What follows belongs to an exercise in optimizing a design on an open flow for a short achievable clock period and few clock cycles; a production flow would make more cautious choices.
In this exercise RTL edits were held to simulation tests only and were not proved equivalent to the original.
Power is estimated from default activity; no workload was simulated.

==> flow/design.v <==
`timescale 1ns / 1ps
module pp_register(clk, hold, q, d, rst, flush, set_data);
input clk, hold, rst, flush;
input [31:0]set_data;
input [31:0] d;
output reg [31:0] q;
always @(posedge clk or negedge rst) begin
    if (rst == 0) begin
        q <= 0;
    end else if (hold) begin
        q <= q;
    end else if (flush == 0) begin
        q <= set_data;
    end else begin
        q <= d;
    end
end 
endmodule
`timescale 1ns / 1ps
module pp_register_bit(
    input  wire clk,
    input  wire rst,
    input  wire hold,
    input  wire flush,
    input  wire d,
    input  wire set_data,
    output reg  q
);
always @(posedge clk or negedge rst) begin
    if (!rst) begin
        q <= 1'b0;
    end else if (hold) begin
        q <= q;
    end else if (!flush) begin
        q <= set_data;
    end else begin
        q <= d;
    end
end
endmodule
`timescale 1ns / 1ps
module pp_register_inst(
    input        clk,
    input        hold,
    input        rst,
    input        flush,
    input [31:0] d,
    input [31:0] rst_set_data,
    input [31:0] flush_set_data,
    output reg [31:0] q
);
always @(posedge clk or negedge rst) begin
    if (!rst) begin
        q <= rst_set_data;
    end else if (hold) begin
        q <= q;
    end else if (!flush) begin
        q <= flush_set_data;
    end else begin
        q <= d;
    end
end
endmodule
`timescale 1ns / 1ps
module reg_file (
    input wire clk_regs,     
    input wire rst,
    input wire[4:0] rs1,    
    input wire[4:0] rs2,
    input wire[31:0] din,
    input wire [4:0] rd,
    input wire reg_wrt,
    output wire[31:0] d1_temp,
    output wire[31:0] d2_temp
);
    reg[31:0] regs[0:31];
    wire raw_rs1 = reg_wrt && (rd != 5'b0) && (rd == rs1);
    wire raw_rs2 = reg_wrt && (rd != 5'b0) && (rd == rs2);
    assign d1_temp = (rs1 == 0) ? 32'b0 : (raw_rs1 ? din : regs[rs1]);
    assign d2_temp = (rs2 == 0) ? 32'b0 : (raw_rs2 ? din : regs[rs2]);
    always @(negedge rst or posedge clk_regs)begin
        if(rst==0) begin
                     regs[0]<=0;          regs[1]<=0;          regs[2]<=0;          regs[3]<=0; 
                     regs[4]<=0;          regs[5]<=0;          regs[6]<=0;          regs[7]<=0; 
                     regs[8]<=0;          regs[9]<=0;          regs[10]<=0;         regs[11]<=0; 
                     regs[12]<=0;         regs[13]<=0;         regs[14]<=0;         regs[15]<=0; 
                     regs[16]<=0;         regs[17]<=0;         regs[18]<=0;         regs[19]<=0; 
                     regs[20]<=0;         regs[21]<=0;         regs[22]<=0;         regs[23]<=0; 
                     regs[24]<=0;         regs[25]<=0;         regs[26]<=0;         regs[27]<=0; 
                     regs[28]<=0;         regs[29]<=0;         regs[30]<=0;         regs[31]<=0;  
        end
        else if(reg_wrt & (rd != 5'b0)) begin
            regs[rd] <= din;
        end
        else begin
        end
    end   
endmodule
`timescale 1ns / 1ps
module pc_reg (clk, rst, pc_br, alu_out, pc_sel, pc, hold, flush);
    input clk;  
    input rst;
    input hold;
    input flush;
    input [31:0] pc_br;   
    input [31:0] alu_out;   
    input [1:0] pc_sel;       
    reg [31:0] pc_MUX;
    output [31:0] pc;
    pp_register pc_pp(.d(pc_MUX), .q(pc), .rst(rst), .hold(hold), .flush(1'b1), .clk(clk));
    always@(*)
    begin
    case(pc_sel)
        0 : pc_MUX = pc + 4;
        1 : pc_MUX = pc_br;
        2 : pc_MUX = alu_out;
        default pc_MUX = 0;
        endcase
    end
endmodule
`timescale 1ns / 1ps
module imm_gen (input [31:0]inst,
                input [3:0]imm_sel,
                output reg[31:0]imm);
always @(*)
begin
    if (imm_sel[2:0] == 3'b000 || imm_sel[2:0] == 3'b111)
        imm = {32{1'b0}};
    else
    begin
        if (imm_sel[2:0] == 3'b101)
            imm[31:20] = inst[31:20];
        else if (imm_sel[3])
            imm[31:20] = {12{1'b0}};
        else
            imm[31:20] = {12{inst[31]}};
        if (imm_sel[2:0] == 3'b101 || imm_sel[2:0] == 3'b110)
            imm[19:12] = inst[19:12];
        else if (imm_sel[3])
        begin
            if (imm_sel[2:0] == 3'b100)
                imm[19:12] = {{7{1'b0}},inst[31]};
            else
                imm[19:12] = {8{1'b0}};
        end
        else
            imm[19:12] = {8{inst[31]}};
        if (imm_sel[2:0] == 3'b100)
            imm[11] = inst[7];
        else if (imm_sel[2:0] == 3'b101)
            imm[11] = 1'b0;
        else if (imm_sel[2:0] == 3'b110)
            imm[11] = inst[20];
        else
            imm[11] = inst[31];
        if (imm_sel[2:0] == 3'b010 || imm_sel[2:0] == 3'b101)
            imm[10:5] = {6{1'b0}};
        else
            imm[10:5] = inst[30:25];
        if (imm_sel[2:0] == 3'b101)
            imm[4:1] = {4{1'b0}};
        else if (imm_sel[2:0] == 3'b011 || imm_sel[2:0] == 3'b100)
            imm[4:1] = inst[11:8];
        else
            imm[4:1] = inst[24:21];
        if (imm_sel[2:0] == 3'b011)
            imm[0] = inst[7];
        else if (imm_sel[2:0] == 3'b001 || imm_sel[2:0] == 3'b010)
            imm[0] = inst[20];
        else
            imm[0] = 1'b0;
    end
end
endmodule
`timescale 1ns / 1ps
module alu(alu_a,
           alu_b,
           alu_ctl,
           alu_out);
    input [31:0] alu_a, alu_b;
    input [4:0] alu_ctl;
    output reg[31:0] alu_out;
    parameter
    ADD = 5'b0000_1,
    SLT = 5'b0001_0,
    SLTU = 5'b0001_1,
    AND = 5'b0010_0,
    OR = 5'b0010_1,
    XOR = 5'b0011_0,
    SLL = 5'b0011_1,
    SRL = 5'b0100_0,
    SUB = 5'b0100_1,
    SRA = 5'b0101_0,
    BEQ = 5'b0101_1,
    BNE = 5'b0110_0,
    BLT = 5'b0110_1,
    BLTU = 5'b0111_0,
    BGE = 5'b0111_1,
    BGEU = 5'b1000_0,
    LUI = 5'b1000_1,
    ADDU = 5'b1001_0;
    always@(*)
    begin
        case(alu_ctl)
            ADD: alu_out = $signed(alu_a) + $signed(alu_b);
            SLT: begin
                if ($signed(alu_a) < $signed(alu_b))
                    alu_out = 1;
                else
                    alu_out = 0;
            end
            SLTU: begin
                if ($unsigned(alu_a)<$unsigned(alu_b))
                    alu_out = 1;
                else
                    alu_out = 0;
            end
            AND: alu_out = alu_a & alu_b;
            OR: alu_out  = alu_a | alu_b;
            XOR: alu_out = alu_a ^ alu_b;
            SLL: alu_out = $unsigned(alu_a) << alu_b[4:0];
            SRL: alu_out = $unsigned(alu_a) >> alu_b[4:0];
            SUB: alu_out = $signed($signed(alu_a) - $signed(alu_b));
            SRA: alu_out = $signed(alu_a) >>> alu_b[4:0];
            BEQ: begin
                if (alu_a == alu_b)
                    alu_out = 1;
                else
                    alu_out = 0;
            end
            BNE: begin
                if (alu_a != alu_b)
                    alu_out = 1;
                else
                    alu_out = 0;
            end
            BLT: begin
                if ($signed(alu_a) < $signed(alu_b))
                    alu_out = 1;
                else
                    alu_out = 0;
            end
            BLTU: begin
                if ($unsigned(alu_a) < $unsigned(alu_b))
                    alu_out = 1;
                else
                    alu_out = 0;
            end
            BGE: begin
                if ($signed(alu_a) >= $signed(alu_b))
                    alu_out = 1;
                else
                    alu_out = 0;
            end
            BGEU: begin
                if ($unsigned(alu_a) >= $unsigned(alu_b))
                    alu_out = 1;
                else
                    alu_out = 0;
            end
            LUI: alu_out      = $signed(alu_b);
            ADDU:alu_out      = $unsigned($unsigned(alu_a) + $signed(alu_b));
            default : alu_out = 32'bxxxx_xxxx_xxxx_xxxx_xxxx_xxxx_xxxx_xxxx;
        endcase
    end
endmodule
`timescale 1ns / 1ps
module alu_mux( pc,
                d1,
                d2,
                imm,
                alu_forward,
                din,
                trim_forward,
                A_sel,
                B_sel,
                A_out,
                B_out
                );
    input  [31:0] d1, d2, imm, pc, alu_forward, din, trim_forward;
    input  [2:0] A_sel; 
    input  [2:0] B_sel;
    output reg [31:0] A_out, B_out;
    always @(*) begin
        casex(A_sel)
            3'b000: A_out = $unsigned(pc);
            3'b001: A_out = d1;
            3'b010: A_out = alu_forward;
            3'b011: A_out = din;
            3'b1xx: A_out = trim_forward;
            default: A_out = d1;
        endcase
        casex(B_sel)
            3'b000: B_out = d2;
            3'b001: B_out = imm;
            3'b010: B_out = alu_forward;
            3'b011: B_out = din;
            3'b1xx: B_out = trim_forward;
            default: B_out = d2;
        endcase
    end
endmodule
`timescale 1ns / 1ps
module top_alu(pc,
               d1,
               d2,
               imm,
               alu_forward,
               din,
               A_sel,
               B_sel,
               alu_ctl,
               alu_out,
               trim_forward);
    input [31:0] pc, d1, d2, imm, alu_forward, din, trim_forward;
    input [2:0]A_sel, B_sel;
    input [4:0] alu_ctl;
    output [31:0] alu_out;
    wire [31:0] alu_a, alu_b;
    alu_mux alu_mux(.pc(pc),.d1(d1), .d2(d2),.imm(imm), .alu_forward(alu_forward),.din(din),.A_sel(A_sel),.B_sel(B_sel),.A_out(alu_a),.B_out(alu_b), .trim_forward(trim_forward));
    alu alu(.alu_a(alu_a),.alu_b(alu_b),.alu_out(alu_out),.alu_ctl(alu_ctl));
endmodule
`timescale 1ns / 1ps
module b_adder (input [31:0]pc,
                input [31:0]imm,
                output reg[31:0]pc_br);
always @(*)
begin
    pc_br = $unsigned($unsigned(pc) + $signed(imm));
end
endmodule
`timescale 1ns / 1ps
module din_MUX(alu_out, din_sel, pc_ma, trim_out, din);
input [31:0] alu_out, pc_ma, trim_out;
input [1:0] din_sel;
output reg [31:0] din;
always@(*)
begin
    case(din_sel)
    1 : din = pc_ma + 4;
    2 : din = alu_out;
    3 : din = trim_out;
    default din = 32'bxxxx_xxxx_xxxx_xxxx_xxxx_xxxx_xxxx_xxxx;
    endcase
    end
endmodule
`timescale 1ns / 1ps
module trim_extender(trim_ctl, trim_out,trim_in);
input [2:0] trim_ctl;
input [31:0] trim_in;
output reg[31:0] trim_out;
parameter 
LW = 3'b000,
LH = 3'b001,
LB = 3'b010,
LBU = 3'b011,
LHU = 3'b100;
always@(*) begin
    case(trim_ctl)
        LW:  trim_out = trim_in;
        LH:  trim_out = {{16{trim_in[15]}}, trim_in[15:0]};
        LB:  trim_out = {{24{trim_in[7]}},  trim_in[7:0]};
        LBU: trim_out = {{24{1'b0}},        trim_in[7:0]};
        LHU: trim_out = {{16{1'b0}},        trim_in[15:0]};
        default: trim_out = 32'hxxxx_xxxx;
    endcase
end
endmodule
`timescale 1ns / 1ps
module ID_CU(op_id,imm_sel);
input [8:0] op_id;
output [3:0] imm_sel;
ControlUnit id_cu(.inst_9(op_id) , .pc_sel(), .reg_wrt(), .imm_sel(imm_sel), .A_sel(), .B_sel(), .alu_ctl(), .b_cmp(1'b0), .dm_ctl(), .trim_ctl(), .din_sel());
endmodule
module EX_CU(op_ex,A_sel,B_sel,alu_ctl, pc_sel, b_cmp);
input [8:0] op_ex;
output A_sel,B_sel;
input b_cmp;
output [4:0] alu_ctl;
output [1:0] pc_sel;
ControlUnit id_cu(.inst_9(op_ex) , .pc_sel(pc_sel), .reg_wrt(), .imm_sel(), .A_sel(A_sel), .B_sel(B_sel), .alu_ctl(alu_ctl), .b_cmp(b_cmp), .dm_ctl(), .trim_ctl(), .din_sel());
endmodule
module MA_CU(
    op_ma,
    trim_ctl,
    din_sel,
    dm_ctl,
    mem_req,
    mem_we,
    mem_re
);
input  [8:0] op_ma;
output [2:0] trim_ctl;
output [1:0] din_sel;
output [3:0] dm_ctl;
output       mem_req;
output       mem_we;
output       mem_re;
ControlUnit id_cu(
    .inst_9   (op_ma),
    .pc_sel   (),
    .reg_wrt  (),
    .imm_sel  (),
    .A_sel    (),
    .B_sel    (),
    .alu_ctl  (),
    .b_cmp    (1'b0),
    .dm_ctl   (dm_ctl),
    .trim_ctl (trim_ctl),
    .din_sel  (din_sel)
);
wire [4:0] opcode_5 = op_ma[4:0];
assign mem_re  = (opcode_5 == 5'b00000);  
assign mem_we  = (opcode_5 == 5'b01000);  
assign mem_req = mem_re | mem_we;
endmodule
module WB_CU(op_wb,reg_wrt);
input [8:0] op_wb;
output reg_wrt;
ControlUnit id_cu(.inst_9(op_wb) , .pc_sel(), .reg_wrt(reg_wrt), .imm_sel(), .A_sel(), .B_sel(), .alu_ctl(), .b_cmp(1'b0), .dm_ctl(), .trim_ctl(), .din_sel());
endmodule
module ControlUnit(inst_9 ,pc_sel,reg_wrt,imm_sel,A_sel,B_sel,alu_ctl,b_cmp,dm_ctl,trim_ctl,din_sel);
input [8:0] inst_9;
input b_cmp;
output [2:0] trim_ctl;
output [3:0] dm_ctl;
output [1:0] din_sel;
output [1:0] pc_sel;
output reg_wrt;
output [3:0] imm_sel;
output A_sel,B_sel;
output [4:0] alu_ctl;
reg [2:0] trim_ctl;
reg [3:0] dm_ctl;
reg [1:0] din_sel;
reg [1:0] pc_sel;
reg reg_wrt;
reg [3:0] imm_sel;
reg  A_sel,B_sel;
reg [4:0] alu_ctl;
parameter I_imm= 4'b0001,
IS_imm=4'b0010,
S_imm=4'b0011,
B_imm=4'b0100,
U_imm=4'b0101,
J_imm=4'b0110,
IU_imm=4'b1001;
parameter LW = 3'b000,
LH = 3'b001,
LB = 3'b010,
LBU = 3'b011,
LHU = 3'b100;
parameter ADD  = 5'b0000_1, 
SLT = 5'b0001_0, 
SLTU = 5'b0001_1,
AND = 5'b0010_0,
OR = 5'b0010_1,
XOR = 5'b0011_0,
SLL = 5'b0011_1,
SRL = 5'b0100_0,
SUB = 5'b0100_1,
SRA = 5'b0101_0,
BEQ = 5'b0101_1,
BNE = 5'b0110_0,
BLT = 5'b0110_1,
BLTU = 5'b0111_0,
BGE = 5'b0111_1,
BGEU = 5'b1000_0,
LUI = 5'b1000_1,
ADDU = 5'b10010;
wire [14:0] CU_out;
    always@(*)begin
        pc_sel=2'b0;
        reg_wrt=2'b00;
        imm_sel=4'b0000;
        A_sel=1'b0;
        B_sel=1'b0;     
        alu_ctl=5'b0000_0;
        dm_ctl=4'b0000;
        trim_ctl=3'b000;
        din_sel=2'b00;
    case(inst_9[4:0])
        5'b01100:begin
                reg_wrt=1'b1; 
                A_sel=1'b1;                                              
                B_sel=1'b0;
                din_sel=2'b10;
                case(inst_9[7:5])
                        3'b000:begin
                                case(inst_9[8])
                                1'b0:alu_ctl=ADD; 
                                1'b1:alu_ctl=SUB; 
                                endcase
                        end
                        3'b010:alu_ctl=SLT; 
                        3'b011:alu_ctl=SLTU; 
                        3'b111:alu_ctl=AND; 
                        3'b110:alu_ctl=OR; 
                        3'b100:alu_ctl=XOR; 
                        3'b001:alu_ctl=SLL; 
                        3'b101:begin
                                case(inst_9[8])
                                1'b0:alu_ctl=SRL; 
                                1'b1:alu_ctl=SRA; 
                                endcase
                        end
                endcase
                end
        5'b00100:begin  
                reg_wrt=1'b1;                                                
                A_sel=1'b1;
                B_sel=1'b1;
                din_sel=2'b10;
                 imm_sel=I_imm;
                case(inst_9[7:5])
                        3'b000:alu_ctl=ADD; 
                        3'b010:alu_ctl=SLT; 
                        3'b011:begin
                                imm_sel=I_imm;
                                alu_ctl=SLTU; 
                        end
                        3'b111:alu_ctl=AND; 
                        3'b110:alu_ctl=OR; 
                        3'b100:alu_ctl=XOR; 
                        3'b001:alu_ctl=SLL; 
                        3'b101:begin
                        case(inst_9[8])
                            1'b0:alu_ctl=SRL; 
                            1'b1:alu_ctl=SRA; 
                            default:alu_ctl=5'bXXXXX;
                            endcase
                           end 
                        default:alu_ctl=5'bXXXXX;
                endcase    
                end
        5'b00000:begin
                reg_wrt=1'b1;
                imm_sel = I_imm;
                A_sel=1'b1;
                B_sel=1'b1;
                alu_ctl=ADD;
                din_sel=2'b11;
                dm_ctl = 4'b1000;
                case(inst_9[7:5])
                3'b000:trim_ctl=LB; 
                3'b001:trim_ctl=LH; 
                3'b010:trim_ctl=LW; 
                3'b100:begin 
                        alu_ctl=ADD;
                        trim_ctl=LBU;
                end
                3'b101:begin 
                        alu_ctl=ADD;
                        trim_ctl=LHU;
                end
                endcase            
                end
        5'b01000:begin
                imm_sel = S_imm;
                A_sel = 1'b1;
                B_sel =  1'b1;
                din_sel=2'b00;
                alu_ctl = ADD;
                case(inst_9[7:5])
                3'b000:dm_ctl=4'b001; 
                3'b001:dm_ctl=4'b0011; 
                3'b010:dm_ctl=4'b1111; 
                endcase            
                end    
        5'b11000:begin
                imm_sel=B_imm;
                A_sel=1'b1;       
                B_sel=1'b0;       
                din_sel=2'b00;
                case(inst_9[7:5])
                3'b000:alu_ctl= BEQ; 
                3'b001:alu_ctl=BNE; 
                3'b100:alu_ctl=BLT; 
                3'b101:alu_ctl=BGE; 
                3'b110:alu_ctl=BLTU; 
                3'b111:alu_ctl=BGEU; 
                endcase
                case(b_cmp)
                1'b0:pc_sel=0;
                1'b1:pc_sel=1;
                endcase
                end
        5'b01101:begin
                reg_wrt=1'b1;
                imm_sel=U_imm;
                A_sel=1'bx;
                B_sel=1'b1;
                alu_ctl=LUI;
                din_sel=2'b10;
                end
        5'b00101:begin
                reg_wrt=1'b1;
                imm_sel=U_imm;
                A_sel=1'b0;    
                B_sel=1'b1;    
                alu_ctl=ADD;   
                din_sel=2'b10;
                end
        5'b11011:begin
                pc_sel=2'b10;
                reg_wrt=1'b1;
                imm_sel=J_imm;
                A_sel=1'b0;
                B_sel=1'b1;                
                din_sel=2'b01;
                alu_ctl=ADD;
                end
        5'b11001:begin
                pc_sel=2'b10;
                reg_wrt=1'b1;
                imm_sel=I_imm;
                A_sel=1'b1;
                B_sel=1'b1;
                alu_ctl=ADD;
                din_sel=2'b01;
                end
    endcase
    end  
endmodule
`timescale 1ns / 1ps
module hold_CU(dm_ack, im_ack, hold, inst_5);
input dm_ack, im_ack;  
output reg hold;
input [4:0] inst_5;  
reg buffer;
always @(*) begin
    case (inst_5)
        5'b00000,
        5'b01000: hold = ~(im_ack & dm_ack);
        default:  hold = ~im_ack;
    endcase
end
endmodule
`timescale 1ns / 1ps
module CU_forwarding(CU_A_sel, CU_B_sel, inst_EX, inst_MA, inst_WB, A_sel, B_sel);
    input   CU_A_sel;
    input   CU_B_sel;
    input   [14:0]inst_EX;
    input   [9:0]inst_MA;
    input   [9:0]inst_WB;
    output  reg[2:0]A_sel;
    output  reg[2:0]B_sel;
    parameter Rtype = 5'b01100;
    parameter Itype = 5'b00100;
    parameter LUI   = 5'b01101;
    parameter AUIPC = 5'b00101;
    parameter JAL   = 5'b11011;
    parameter JALR  = 5'b11001;
    parameter Ltype = 5'b00000;
    parameter Stype = 5'b01000;
    parameter Btype = 5'b11000;
    wire    [4:0] opcode_EX;
    wire    [4:0] opcode_MA;
    wire    [4:0] opcode_WB;
    wire    [4:0] rd_MA, rd_WB;
    wire    [4:0] rs1;
    wire    [4:0] rs2;
    assign opcode_EX = inst_EX[4:0];
    assign opcode_MA = inst_MA[4:0];
    assign opcode_WB = inst_WB[4:0];
    assign rd_MA = inst_MA[9:5];
    assign rd_WB = inst_WB[9:5];
    assign rs1 = inst_EX[9:5];
    assign rs2 = inst_EX[14:10];
wire reg_wrt_ma = (opcode_MA == Rtype) | (opcode_MA == Itype) | (opcode_MA == Ltype) |
                  (opcode_MA == LUI)   | (opcode_MA == AUIPC) | (opcode_MA == JAL)  | (opcode_MA == JALR);
wire reg_wrt_wb = (opcode_WB == Rtype) | (opcode_WB == Itype) | (opcode_WB == Ltype) |
                  (opcode_WB == LUI)   | (opcode_WB == AUIPC) | (opcode_WB == JAL)  | (opcode_WB == JALR);
always @(*) begin
    A_sel = {2'b00, CU_A_sel};
    B_sel = {2'b00, CU_B_sel};
    if ((opcode_EX == Rtype) | (opcode_EX == Itype) | (opcode_EX == Ltype) | (opcode_EX == Stype) | (opcode_EX == Btype) | (opcode_EX == JALR)) begin
        if (reg_wrt_ma && (rd_MA != 5'b0)) begin
            if (rd_MA == rs1 && CU_A_sel) begin
                if (opcode_MA == Ltype) A_sel = 3'b100;       
                else                    A_sel = 3'b010;       
            end
            if (rd_MA == rs2 && !CU_B_sel) begin
                if (opcode_MA == Ltype) B_sel = 3'b100;
                else                    B_sel = 3'b010;
            end
        end
        if (reg_wrt_wb && (rd_WB != 5'b0)) begin
            if (A_sel == {2'b00, CU_A_sel} && (rd_WB == rs1) && CU_A_sel)
                A_sel = 3'b011;  
            if (B_sel == {2'b00, CU_B_sel} && (rd_WB == rs2) && !CU_B_sel)
                B_sel = 3'b011;  
        end
    end
end
endmodule
`timescale 1ns / 1ps
module if_module(clk, rst, pc_br, alu_out, pc_sel, im_inst,im_addr, pc_id, inst_id, inst_valid_id, flush, hold);
    input clk;
    input rst, flush, hold;
    input [31:0] pc_br;     
    input [31:0] alu_out;         
    input [1:0] pc_sel;
    input [31:0] im_inst;
    wire [31:0] pc;
    output [31:0] im_addr;
    assign im_addr = pc;
    output [31:0] pc_id;
    output [31:0] inst_id;
    output        inst_valid_id;
pc_reg PC_module(
    .clk(clk),
    .rst(rst),
    .pc_br(pc_br),
    .alu_out(alu_out),
    .pc_sel(pc_sel),
    .pc(pc),
    .hold(hold),
    .flush(flush)
);
pp_register_inst inst_id_pp(
    .clk(clk),
    .hold(hold),
    .rst(rst),
    .flush(flush),
    .d(im_inst),
    .rst_set_data(32'b0000_0000_0000_000000_000_00000_0010011),
    .flush_set_data(32'b0000_0000_0000_000000_000_00000_0010011),
    .q(inst_id)
);
pp_register_bit inst_valid_id_pp(
    .clk      (clk),
    .rst      (rst),
    .hold     (hold),
    .flush    (flush),
    .d        (1'b1),
    .set_data (1'b0),
    .q        (inst_valid_id)
);
pp_register pc_id_pp(.q(pc_id), .d(pc), .set_data(32'b0), .flush(1'b1), .hold(hold), .rst(rst), .clk(clk));
endmodule
`timescale 1ns / 1ps
module id_module (clk, rst, inst_id, pc_id, inst_valid_id, din, rd, reg_wrt, inst_ex, inst_valid_ex, d1, d2, pc_ex, hold, flush, imm_sel, imm_ex,
                  d1_id, imm_id);
    input               clk;
    input               rst;
    input               hold;
    input               flush;
    input wire[31:0]    inst_id;
    input wire[31:0]    pc_id;
    input               inst_valid_id;
    input wire[31:0]    din;
    input wire[4:0]     rd;
    input               reg_wrt;
    input [3:0]         imm_sel;
    output [31:0] inst_ex;
    output        inst_valid_ex;
    output [31:0] imm_ex;
    output [31:0] d1_id;
    output [31:0] imm_id;
    wire[4:0] rs1;
    wire[4:0] rs2;
    wire[31:0] d1_temp, d2_temp;
    output [31:0] d1;
    output [31:0] d2;
    output [31:0] pc_ex;
    assign rs1 = inst_id[19:15];
    assign rs2 = inst_id[24:20];
    wire[31:0] imm;
pp_register d1_pp(.rst(rst), .clk(clk),.set_data(32'b0), .hold(hold), .flush(flush), .d(d1_temp), .q(d1));
pp_register d2_pp(.rst(rst), .clk(clk), .set_data(32'b0),.hold(hold), .flush(flush), .d(d2_temp), .q(d2));
pp_register pc_ex_pp(.rst(rst), .clk(clk), .set_data(32'b0), .hold(hold), .flush(1'b1), .d(pc_id), .q(pc_ex));
pp_register_inst inst_ex_pp(
    .clk(clk),
    .hold(hold),
    .rst(rst),
    .flush(flush),
    .d(inst_id),
    .rst_set_data(32'b0000_0000_0000_000000_000_00000_0010011),
    .flush_set_data(32'b0000_0000_0000_000000_000_00000_0010011),
    .q(inst_ex)
);
pp_register_bit inst_valid_ex_pp(
    .clk      (clk),
    .rst      (rst),
    .hold     (hold),
    .flush    (flush),
    .d        (inst_valid_id),
    .set_data (1'b0),
    .q        (inst_valid_ex)
);
pp_register imm_pp(.rst(rst), .clk(clk), .set_data(32'b0),.hold(hold), .flush(flush), .d(imm), .q(imm_ex));
reg_file registers_file(
    .clk_regs(clk),
    .rst(rst),
    .rs1(rs1),
    .rs2(rs2),
    .din(din),
    .rd(rd),
    .reg_wrt(reg_wrt),
    .d1_temp(d1_temp),
    .d2_temp(d2_temp)
);
assign d1_id  = d1_temp;
assign imm_id = imm;
imm_gen imm_gen(.inst(inst_id),
                .imm_sel(imm_sel),
                .imm(imm));
endmodule
`timescale 1ns / 1ps
module ex_module (pc_ex, d1, d2,din, inst_ex, inst_valid_ex, A_sel, B_sel, alu_ctl, clk, rst, pc_br, pc_ma, alu_out, d2_ma, inst_ma, inst_valid_ma, flush, hold,
trim_forward, imm_ex, alu_pc);
                  input [31:0]imm_ex;
                  input [31:0]pc_ex;
                  input [31:0]d1;
                  input [31:0]d2;
                  input [31:0]din;
                  input [31:0]inst_ex;
                  input        inst_valid_ex;
                  input [2:0]A_sel;
                  input [2:0]B_sel;
                  input [4:0] alu_ctl;
                  input clk;
                  input rst;
                  input flush;
                  input hold;
                  output [31:0]pc_br;
                  output [31:0]pc_ma;
                  output [31:0]alu_out;
                  output [31:0]d2_ma;
                  output [31:0]inst_ma;
                  output        inst_valid_ma;
                  input [31:0] trim_forward;
                  output [31:0] alu_pc;
wire[31:0] pc_br_temp, alu_out_temp;
assign alu_pc = alu_out_temp;
b_adder b_adder(.pc(pc_ex),
                .imm(imm_ex),
                .pc_br(pc_br_temp));
top_alu top_alu(.pc(pc_ex),
               .d1(d1),
               .d2(d2),
               .imm(imm_ex),
               .alu_forward(alu_out),
               .din(din),
               .A_sel(A_sel),
               .B_sel(B_sel),
               .alu_ctl(alu_ctl),
               .alu_out(alu_out_temp),
               .trim_forward(trim_forward));
assign pc_br = pc_br_temp;
pp_register pc_ma_pp(clk, hold, pc_ma, pc_ex, rst, 1'b1, 32'b0);  
pp_register_inst inst_ma_pp(
    .clk(clk),
    .hold(hold),
    .rst(rst),
    .flush(1'b1),
    .d(inst_ex),
    .rst_set_data(32'b0000_0000_0000_000000_000_00000_0010011),
    .flush_set_data(32'b0000_0000_0000_000000_000_00000_0010011),
    .q(inst_ma)
);
pp_register_bit inst_valid_ma_pp(
    .clk      (clk),
    .rst      (rst),
    .hold     (hold),
    .flush    (1'b1),
    .d        (inst_valid_ex),
    .set_data (1'b0),
    .q        (inst_valid_ma)
);
pp_register alu_out_pp(clk, hold, alu_out, alu_out_temp, rst, 1'b1, 32'b0);
pp_register d2_ma_pp(clk, hold, d2_ma, d2, rst, 1'b1, 32'b0);
endmodule
`timescale 1ns / 1ps
module ma_module(
    alu_out,
    pc_ma,
    inst_valid_ma,
    dm_load,
    din_sel,
    trim_ctl,
    din,
    clk,
    rst,
    inst_ma,
    inst_wb,
    pc_wb,
    inst_valid_wb,
    op_ma,
    b_cmp,
    d2_ma,
    dm_store,
    dm_addr,
    hold,
    trim_forward,
    reg_wrt_wb
);
output wire[8:0] op_ma;
output wire b_cmp;
input [31:0]alu_out, dm_load, inst_ma,d2_ma;
input [31:0] pc_ma;
input        inst_valid_ma;
input [1:0] din_sel;
input [2:0] trim_ctl;
input clk, rst, hold;
output [31:0] din; 
output [31:0] inst_wb, trim_forward;
output [31:0] pc_wb;
output        inst_valid_wb;
output wire[31:0] dm_addr, dm_store;
input             reg_wrt_wb;
wire [31:0] trim_out, din_temp;
assign b_cmp = alu_out[0];
assign op_ma = {inst_ma[30], inst_ma[14:12], inst_ma[6:2]};
wire [4:0] opcode_ma = inst_ma[6:2];
wire [4:0] rs2_ma    = inst_ma[24:20];
wire [4:0] rd_wb     = inst_wb[11:7];
wire       is_store  = (opcode_ma == 5'b01000);
wire       fwd_store_from_wb = is_store && reg_wrt_wb && (rd_wb != 5'b0) && (rd_wb == rs2_ma);
wire [1:0] byte_off = alu_out[1:0];
wire [31:0] dm_load_lane = dm_load >> (byte_off * 8);
wire [31:0] store_data_raw = fwd_store_from_wb ? din : d2_ma;
wire [31:0] store_data_lane = store_data_raw << (byte_off * 8);
assign dm_store = store_data_lane;
assign dm_addr  = alu_out;
assign trim_forward = trim_out;
wire flush;
pp_register din_pp(.d(din_temp), .q(din), .set_data(32'b0), .clk(clk), .rst(rst), .flush(1'b1), .hold(hold));
pp_register_inst inst_wb_pp(
    .clk(clk),
    .hold(hold),
    .rst(rst),
    .flush(1'b1),
    .d(inst_ma),
    .rst_set_data(32'b0000_0000_0000_000000_000_00000_0010011),
    .flush_set_data(32'b0000_0000_0000_000000_000_00000_0010011),
    .q(inst_wb)
);
pp_register_bit inst_valid_wb_pp(
    .clk      (clk),
    .rst      (rst),
    .hold     (hold),
    .flush    (1'b1),
    .d        (inst_valid_ma),
    .set_data (1'b0),
    .q        (inst_valid_wb)
);
pp_register pc_wb_pp(clk, hold, pc_wb, pc_ma, rst, 1'b1, 32'b0);
trim_extender trim_extender(.trim_ctl(trim_ctl), .trim_out(trim_out), .trim_in(dm_load_lane));
din_MUX din_MUX(.alu_out(alu_out), .din_sel(din_sel), .pc_ma(pc_ma), .trim_out(trim_out), .din(din_temp));
endmodule
`timescale 1ns / 1ps
module SynCPU(
    dm_load,
    dm_addr,
    dm_store,
    im_addr,
    im_inst,
    dm_ctl,
    mem_req,
    mem_we,
    mem_re,
    trace_valid,
    trace_pc,
    trace_inst,
    trace_rd,
    trace_rd_data,
    clk,
    rst,
    dm_ack,
    im_ack
);
input               clk, rst, dm_ack, im_ack;
input  wire [31:0]  im_inst, dm_load;
output wire [31:0]  dm_addr, dm_store, im_addr;
output wire [3:0]   dm_ctl;
output wire         trace_valid;
output wire [31:0]  trace_pc;
output wire [31:0]  trace_inst;
output wire [4:0]   trace_rd;
output wire [31:0]  trace_rd_data;
output wire         mem_req;
output wire         mem_we;
output wire         mem_re;
wire [31:0] alu_out, pc_ex, d2_ma, inst_ex, pc_br, pc_id, d1, d2, inst_id, imm_ex, trim_forward;
wire [31:0] din, inst_ma, pc_ma, inst_wb, pc_wb, alu_pc;
wire [31:0] d1_id, imm_id;
wire        hold, flush_ifid, flush_idex;            
wire inst_valid_id;
wire inst_valid_ex;
wire inst_valid_ma;
wire inst_valid_wb;
wire [4:0]  rd       = inst_wb[11:7];
wire [8:0] op_id = {inst_id[30], inst_id[14:12], inst_id[6:2]}; 
wire [3:0] imm_sel;
wire [8:0] op_ex = {inst_ex[30], inst_ex[14:12], inst_ex[6:2]}; 
wire [2:0]A_sel, B_sel;
wire [4:0] alu_ctl;
wire [8:0] op_ma = {inst_ma[30], inst_ma[14:12], inst_ma[6:2]};
wire b_cmp_ma;
wire b_cmp_ex;
wire [2:0] trim_ctl;
wire [1:0] din_sel;
wire [1:0] pc_sel;
wire [3:0] dm_ctl_raw;
wire is_jalr_ex = (inst_ex[6:2] == 5'b11001);
wire [31:0] jump_target_ex = is_jalr_ex ? (alu_pc & 32'hFFFF_FFFE) : alu_pc;
wire [1:0] pc_sel_final_raw = pc_sel;
wire [31:0] alu_out_for_pc  = jump_target_ex;
wire [1:0] pc_sel_final = pc_sel_final_raw;
wire flush_redirect = (((pc_sel_final == 2'b01) | (pc_sel_final == 2'b10)) ? 1'b0 : 1'b1);
assign flush_ifid = flush_redirect;
assign flush_idex = flush_redirect;
wire flush = flush_ifid;
wire [8:0] op_wb = {inst_wb[30], inst_wb[14:12], inst_wb[6:2]};
wire reg_wrt;
wire [4:0] inst_5 = inst_ma[6:2];
wire CU_A_sel, CU_B_sel;
if_module IF(
    .clk           (clk),
    .rst           (rst),
    .pc_br         (pc_br),
    .alu_out       (alu_out_for_pc),
    .pc_sel        (pc_sel_final),
    .im_inst       (im_inst),
    .im_addr       (im_addr),
    .pc_id         (pc_id),
    .inst_id       (inst_id),
    .inst_valid_id (inst_valid_id),
    .flush         (flush_ifid),
    .hold          (hold)
);
id_module ID(
    .clk           (clk),
    .rst           (rst),
    .inst_id       (inst_id),
    .pc_id         (pc_id),
    .inst_valid_id (inst_valid_id),
    .din           (din),
    .rd            (rd),
    .reg_wrt       (reg_wrt),
    .inst_ex       (inst_ex),
    .inst_valid_ex (inst_valid_ex),
    .d1            (d1),
    .d2            (d2),
    .pc_ex         (pc_ex),
    .flush         (flush_idex),
    .hold          (hold),
    .imm_ex        (imm_ex),
    .imm_sel       (imm_sel),
    .d1_id         (d1_id),
    .imm_id        (imm_id)
);
wire [4:0] opcode_ex_5 = inst_ex[6:2];
wire [4:0] rs2_ex      = inst_ex[24:20];
wire       is_store_ex = (opcode_ex_5 == 5'b01000);
wire [4:0] opcode_ma_5 = inst_ma[6:2];
wire [4:0] rd_ma_full  = inst_ma[11:7];
wire [4:0] rd_wb_full  = inst_wb[11:7];
wire reg_wrt_ma_full = (opcode_ma_5 == 5'b01100) | (opcode_ma_5 == 5'b00100) | (opcode_ma_5 == 5'b00000) |
                       (opcode_ma_5 == 5'b01101) | (opcode_ma_5 == 5'b00101) | (opcode_ma_5 == 5'b11011) | (opcode_ma_5 == 5'b11001);
wire fwd_store_from_ma = is_store_ex && reg_wrt_ma_full && (rd_ma_full != 5'b0) && (rd_ma_full == rs2_ex);
wire fwd_store_from_wb = is_store_ex && reg_wrt && (rd_wb_full != 5'b0) && (rd_wb_full == rs2_ex);
wire [31:0] store_data_ma = (opcode_ma_5 == 5'b00000) ? trim_forward : alu_out;
wire [31:0] d2_ex_fwd = fwd_store_from_ma ? store_data_ma : (fwd_store_from_wb ? din : d2);
ex_module EX(
    .alu_out       (alu_out),
    .d1            (d1),
    .d2            (d2_ex_fwd),
    .inst_ex       (inst_ex),
    .inst_valid_ex (inst_valid_ex),
    .A_sel         (A_sel),
    .B_sel         (B_sel),
    .alu_ctl       (alu_ctl),
    .clk           (clk),
    .rst           (rst),
    .pc_br         (pc_br),
    .pc_ma         (pc_ma),
    .pc_ex         (pc_ex),
    .d2_ma         (d2_ma),
    .inst_ma       (inst_ma),
    .inst_valid_ma (inst_valid_ma),
    .flush         (flush),
    .hold          (hold),
    .imm_ex        (imm_ex),
    .din           (din),
    .trim_forward  (trim_forward),
    .alu_pc        (alu_pc)
);
ma_module MA(
    .alu_out        (alu_out),
    .pc_ma          (pc_ma),
    .inst_valid_ma  (inst_valid_ma),
    .dm_load        (dm_load),
    .trim_ctl       (trim_ctl),
    .din            (din),
    .clk            (clk),
    .rst            (rst),
    .inst_ma        (inst_ma),
    .inst_wb        (inst_wb),
    .pc_wb          (pc_wb),
    .inst_valid_wb  (inst_valid_wb),
    .b_cmp          (b_cmp_ma),
    .d2_ma          (d2_ma),
    .dm_store       (dm_store),
    .dm_addr        (dm_addr),
    .op_ma          (op_ma),
    .din_sel        (din_sel),
    .hold           (hold),
    .trim_forward   (trim_forward),
    .reg_wrt_wb     (reg_wrt)
);
ID_CU ID_CU(
    .op_id   (op_id),
    .imm_sel (imm_sel)
);
assign b_cmp_ex = alu_pc[0];
EX_CU EX_CU(
    .op_ex   (op_ex),
    .A_sel   (CU_A_sel),
    .B_sel   (CU_B_sel),
    .alu_ctl (alu_ctl),
    .b_cmp   (b_cmp_ex),
    .pc_sel  (pc_sel)
); 
MA_CU MA_CU(
    .op_ma    (op_ma),
    .trim_ctl (trim_ctl),
    .din_sel  (din_sel),
    .dm_ctl   (dm_ctl_raw),
    .mem_req  (mem_req),
    .mem_we   (mem_we),
    .mem_re   (mem_re)
);
assign dm_ctl = mem_we ? (dm_ctl_raw << dm_addr[1:0]) : dm_ctl_raw;
WB_CU WB_CU(
    .op_wb   (op_wb),
    .reg_wrt (reg_wrt)
);
hold_CU HOLD_CU(
    .dm_ack (dm_ack),
    .im_ack (im_ack),
    .hold   (hold),
    .inst_5 (inst_5)
);
CU_forwarding CU_forwarding(
    .CU_A_sel (CU_A_sel),
    .CU_B_sel (CU_B_sel),
    .inst_EX  ({inst_ex[24:20], inst_ex[19:15], inst_ex[6:2]}),
    .inst_MA  ({inst_ma[11:7], inst_ma[6:2]}),
    .A_sel    (A_sel),
    .B_sel    (B_sel),
    .inst_WB  ({inst_wb[11:7], inst_wb[6:2]})
);
assign trace_valid   = inst_valid_wb & ~hold;
assign trace_pc      = pc_wb;
assign trace_inst    = inst_wb;
assign trace_rd      = (inst_valid_wb && reg_wrt) ? rd : 5'd0;
assign trace_rd_data = (inst_valid_wb && reg_wrt) ? din : 32'd0;
endmodule
==> flow/run.sh <==
#!/bin/bash
# synth_recipe.tcl (not shown) runs the flow's synth.tcl, then flattens the netlist and writes it again
# the make line also repeats each setting of config.mk as NAME=value (left out here)
make -C /OpenROAD-flow-scripts/flow DESIGN_CONFIG=/design/flow/config.mk WORK_HOME=/design/flow/orfs CLKGATE_MAP_FILE= SYNTH_SCRIPT=/design/flow/synth_recipe.tcl finish
==> flow/config.mk <==
export PLATFORM = sky130hd
export DESIGN_NAME = SynCPU
export DESIGN_NICKNAME = SynCPU
export VERILOG_FILES = /design/flow/design.v
export SDC_FILE = /design/flow/constraint.sdc
export NUM_CORES = 4
export LEC_CHECK = 0
export CAP_MARGIN = 20
export CORE_MARGIN = 2
export CORE_UTILIZATION = 30
export SLEW_MARGIN = 20
==> flow/constraint.sdc <==
create_clock -name core_clock -period 11.0 [get_ports {clk}]
set_input_delay 2.2000 -clock core_clock [delete_from_list [all_inputs] [get_ports {clk}]]
set_output_delay 2.2000 -clock core_clock [all_outputs]
set_load 0.01 [all_outputs]
==> summary.txt <==
## metal layers
layer  vias up  part of all wire  GRT usage  wire [um]
li1      32400                 -          -          -
met1     41000              0.36      0.381     169000
met2      6698              0.41      0.444     189000
met3      2110              0.13      0.119      61600
met4        39             0.095      0.239      44100
met5         -            0.0015    0.00483        719
## where the power goes
part / leakage, nW / internal [W] / total, W / switching [W]
clock network: 2.73 / 0.00333 / 0.00589 / 0.00256
registers: 19.9 / 0.00708 / 0.00932 / 0.00224
logic: 21.8 / 0.00577 / 0.0186 / 0.0128
total: 44.4 / 0.0162 / 0.0338 / 0.0176
## sequential cells by signal, summed over array words and instances, names as in the netlist, 32 cells and up
register and flops:
ID.registers_file.regs 992, EX.alu_out_pp.q 32, EX.d2_ma_pp.q 32, EX.inst_ma_pp.q 32, EX.pc_ma_pp.q 32, ID.d1_pp.q 32, ID.d2_pp.q 32, ID.imm_pp.q 32
ID.inst_ex_pp.q 32, ID.pc_ex_pp.q 32, IF.PC_module.pc_pp.q 32, IF.inst_id_pp.q 32, IF.pc_id_pp.q 32, MA.din_pp.q 32, MA.inst_wb_pp.q 32, MA.pc_wb_pp.q 32
## worst paths after layout
check / to / slack (ns) / cells past startpoint
max: ID.imm_pp.q[17]$_DFFE_PN0N_ / 1.63 / 32
min: EX.inst_ma_pp.q[0]$_DFFE_PN1N_ / 0.45 / 2
max reg2reg: ID.imm_pp.q[17]$_DFFE_PN0N_ / 1.63 / 32
min reg2reg: EX.inst_ma_pp.q[0]$_DFFE_PN1N_ / 0.45 / 2
max in group asynchronous: ID.registers_file.regs[8][14]$_DFFE_PN0P_ / 7.16 / 4
min in group asynchronous: IF.inst_id_pp.q[3]$_DFFE_PN0N_ / 1.32 / 1
## layout make-up
| type | count | share of cell area |
|---|---|---|
| clock buffers | 225 | 0.0463 |
| repair buffers | 636 | 0.0577 |
| flip-flops and latches | 1476 | 0.374 |
| diodes | 31 | 0.000785 |
| multi-input cells | 6344 | 0.458 |
| well taps | 3743 | 0.0474 |
| clock inverters | 68 | 0.0110 |
| inverters | 135 | 0.00513 |
## stage by stage
| step | total power [W] | setup WS, ns |
|---|---|---|
| 4_1_cts | 0.0328 | 1.77 |
| 3_3_place_gp | 0.0269 | 1.03 |
| 2_1_floorplan | 0.0180 | 2.79 |
| 5_1_grt | 0.0346 | 1.13 |
| 3_5_place_dp | 0.0269 | 0.952 |
| 6_report | 0.0338 | 1.63 |
## critical path, delay by kind of cell, from the launching register on
kind / cells / cell delay, ns
and+or+nand+nor: 11 / 3.85
AOI/OAI and AO/OA: 12 / 2.92
buffers and inverters: 6 / 1.08
adders and majority gates: 2 / 0.62
DFF: 1 / 0.58
xor gates and xnor gates: 1 / 0.21
## kinds of logic (layout without fill, tap and decap cells)
group / after synthesis / in the layout / share of synthesized area
AND/OR/NAND/NOR: 2490 / 2490 / 0.133
XOR/XNOR: 135 / 135 / 0.0139
AO/OA/AOI/OAI: 2311 / 2311 / 0.191
buffers and inverters: 921 / 1064 / 0.0417
multiplexers: 1271 / 1271 / 0.165
other: 0 / 31 / 0
adder cells (fa/ha/maj): 137 / 137 / 0.0205
flip-flops: 1476 / 1476 / 0.435
## cells in the final DEF, fill, tap and decap left out, drive strengths merged, types with 31 or more instances in the layout
master	instances
clkinv	38
mux2	1040
nor4	52
a21o	42
nand2	1199
o211ai	36
nor2	422
inv	140
nand2b	37
diode	31
o21ai	388
nor3	161
clkbuf	226
buf	364
ha	134
nand4	170
clkdlybuf4s50	271
nand3	189
xnor2	97
a21oi	419
and3	73
a31oi	46
a22oi	574
xor2	38
dfrtp	1464
a221oi	209
a222oi	75
o21bai	31
a211oi	71
nand3b	68
mux2i	231
o22ai	45
a22o	181
==> summary.txt <==
The final-stage net count is 8960. Buffers added to address setup during post-CTS repair amount to 0. sky130_fd_sc_hd__dfrtp_1 takes more of the synthesized area than any other cell.

The final count of negative-setup-slack endpoints is 0. The storage element area is 37000 sq um. The insertion delay to the later sink of the worst-skew pair is 0.89 ns. The share of Yosys cell area claimed by the top area cell type came out at 0.432.

Summed over all layers, the global routing overflow is 0. The total number of clock tree sinks came out at 1476. The prevailing post-synth register cell is sky130_fd_sc_hd__dfrtp_1.

In this run the core area contains 195 standard-cell rows. The worst hold path belongs to the class register to register. The total half-perimeter wirelength after legalization and detailed placement is 301000 um. For the worst setup path, the data arrival time is 10.13 ns. The number of cells after detailed placement came out at 12300. The kind of end point of the critical path is a register. The number of nets produced by synthesis is 8946. The clock-pin slew of the registers on the worst-case setup and hold paths is 0.06 ns. Once layout is done, the placed cells without fillers occupy 98900 sq um. The maximum net fanout on the critical path came out at 13.

In this run the cell area of the synthesized design comes to 84900 sq um. For this run, design rule violations remaining after detail routing come to 0. The peak supply drop came out at 279 uV. In this run the mean area of a mapped cell was 9.71 sq um. For this run, the register share of the synthesized area comes to 0.435.

The number of pins with negative max-slew slack in the final report came to 0. The number of synthesized register bits is 1476. The worst reg2reg path startpoint is ID.inst_ex_pp.q[3]$_DFFE_PN0N_. The placed instances occupy a cell area of 92900 sq um.

The detailed-routing iteration count for the pre-antenna-repair pass is 13. On the final layout, the worst hold slack is 0.449 ns. The number of vias after detailed routing is 82300.

The maximum single-stage delay on the critical path is 0.87 ns. In this run the most critical hold path is launched from ID.inst_ex_pp.q[0]$_DFFE_PN1N_. Clock skew on the completed layout was measured at 0.0851 ns. The die width is 536 um. The number of global-route vias before repair came out at 78300. The area of the die is 287000 sq um.

Dividing the detail-routed wire length by the instance count gives 36.7 um. The slowest library cell on the worst path is sky130_fd_sc_hd__nor4_1. 273 I/O pins were placed. The commonest cells after synthesis are 1464 x sky130_fd_sc_hd__dfrtp_1, 1197 x sky130_fd_sc_hd__nand2_1, 1039 x sky130_fd_sc_hd__mux2_2.

The static leakage power came out at 44.4 nW. Setup repair after global routing left no endpoint under its margin. The combined area of the multi-input logic cells came out at 45300 sq um. The worst path needs 9.37 ns of the cycle, external delays included. The most critical setup path has its startpoint at ID.inst_ex_pp.q[3]$_DFFE_PN0N_. The number of buffers inserted for hold repair after clock tree synthesis is 0. The run finished with no timing, DRC or antenna violations. The filler cells instantiated in the layout total 28200. The number of design-rule violations left by the first detailed-router iteration came out at 14000. The final hold violation count is 0. Entering global routing, the biggest net connects 224 pins. The number of cells produced by synthesis is 8741. The H-tree depth reported by CTS came out at 4. After synthesis, the share of flip-flops with an asynchronous set or reset is 1.00. The initial antenna violation count came to 30. Sorting the synthesized cells by area gives the leading types as sky130_fd_sc_hd__dfrtp_1 43%, sky130_fd_sc_hd__mux2_2 14%, sky130_fd_sc_hd__nand2_1 5.3%. The relative area change from synthesis to final layout came out at 16.5%. The count of flip-flops with a built-in enable after synthesis came out at 0. STA classifies the critical path startpoint as a register.

The total of warnings raised by yosys is 16. Across every metal layer, demand over resource in global routing totals 0.313. The final clock period utilization by the worst path is 0.852. The number of clock buffers inserted by TritonCTS came out at 162. The setup TNS came out at 0 ns.

The critical path in this run is classified as register to register. The final core area utilization came out at 0.351. The synthesized netlist contains 99 unique library cells.

The core region is 282000 sq um. The number of port buffers came out at 272. The max-cap violation count came out at 0. The power per cell area is 342 nW/um^2. Among the stages of the critical path, the cell type that occurs most often is sky130_fd_sc_hd__buf_4.

The quantity of gates resized following cts is 0. The aggregate routed wire length is 465000 um. The relative slew slack is 0.0803. The share of post-route cells with drive strength above 1 came out at 0.209. The non-filler instance count after layout came out at 12700. Once detail routing completed, the nets flagged for antenna violations numbered 0.

At the end of routability-driven placement, the weighted congestion stood at 1.00. The initial utilization of the core area, before any placement, comes to 0.301. The height of the die is 536 um. Data on the critical path is required at its endpoint by 11.76 ns.

The measured slew at the worst slew-check pin came out at 1.38 ns. The maximum buffer depth of the clock tree came out at 3. The fmax is 0.107 GHz. The number of vias per cell after detailed routing is 6.50. The first global-routing pass estimated 639000 um of wire. The clock tree root driver cell is sky130_fd_sc_hd__clkbuf_16.

TritonCTS built the clock tree. The leading cell type by number of instances after synthesis is sky130_fd_sc_hd__dfrtp_1.
Testbench counts, summed over its fixed seeds: cycles 35,717.

## re-timing with driven ports
No port has a modelled driver above. Below, the same layout with a new extraction and two added sets of constraints.
Step 1 sets driving cells, clkbuf_16 on the clock port and buf_2 on the other inputs (assumed; they add their load-dependent delay and slew).
Step 2, shift: input delay + t, output delay - t, t = (earliest + latest rising clock arrival at the registers) / 2. This alone moves slack from input paths to output paths.
Slacks: no drivers / after step 1 / after step 2; pairs: no drivers / after step 1.
t, ns: 0.935
setup WS [ns]: 1.630 / 1.630 / 0.792
worst slew at a driven data input, ns: 0.12
After both steps this run still meets setup and hold. For this run, drivers alone change the setup slack by 0.000 ns; drivers and shift together by -0.838 ns.
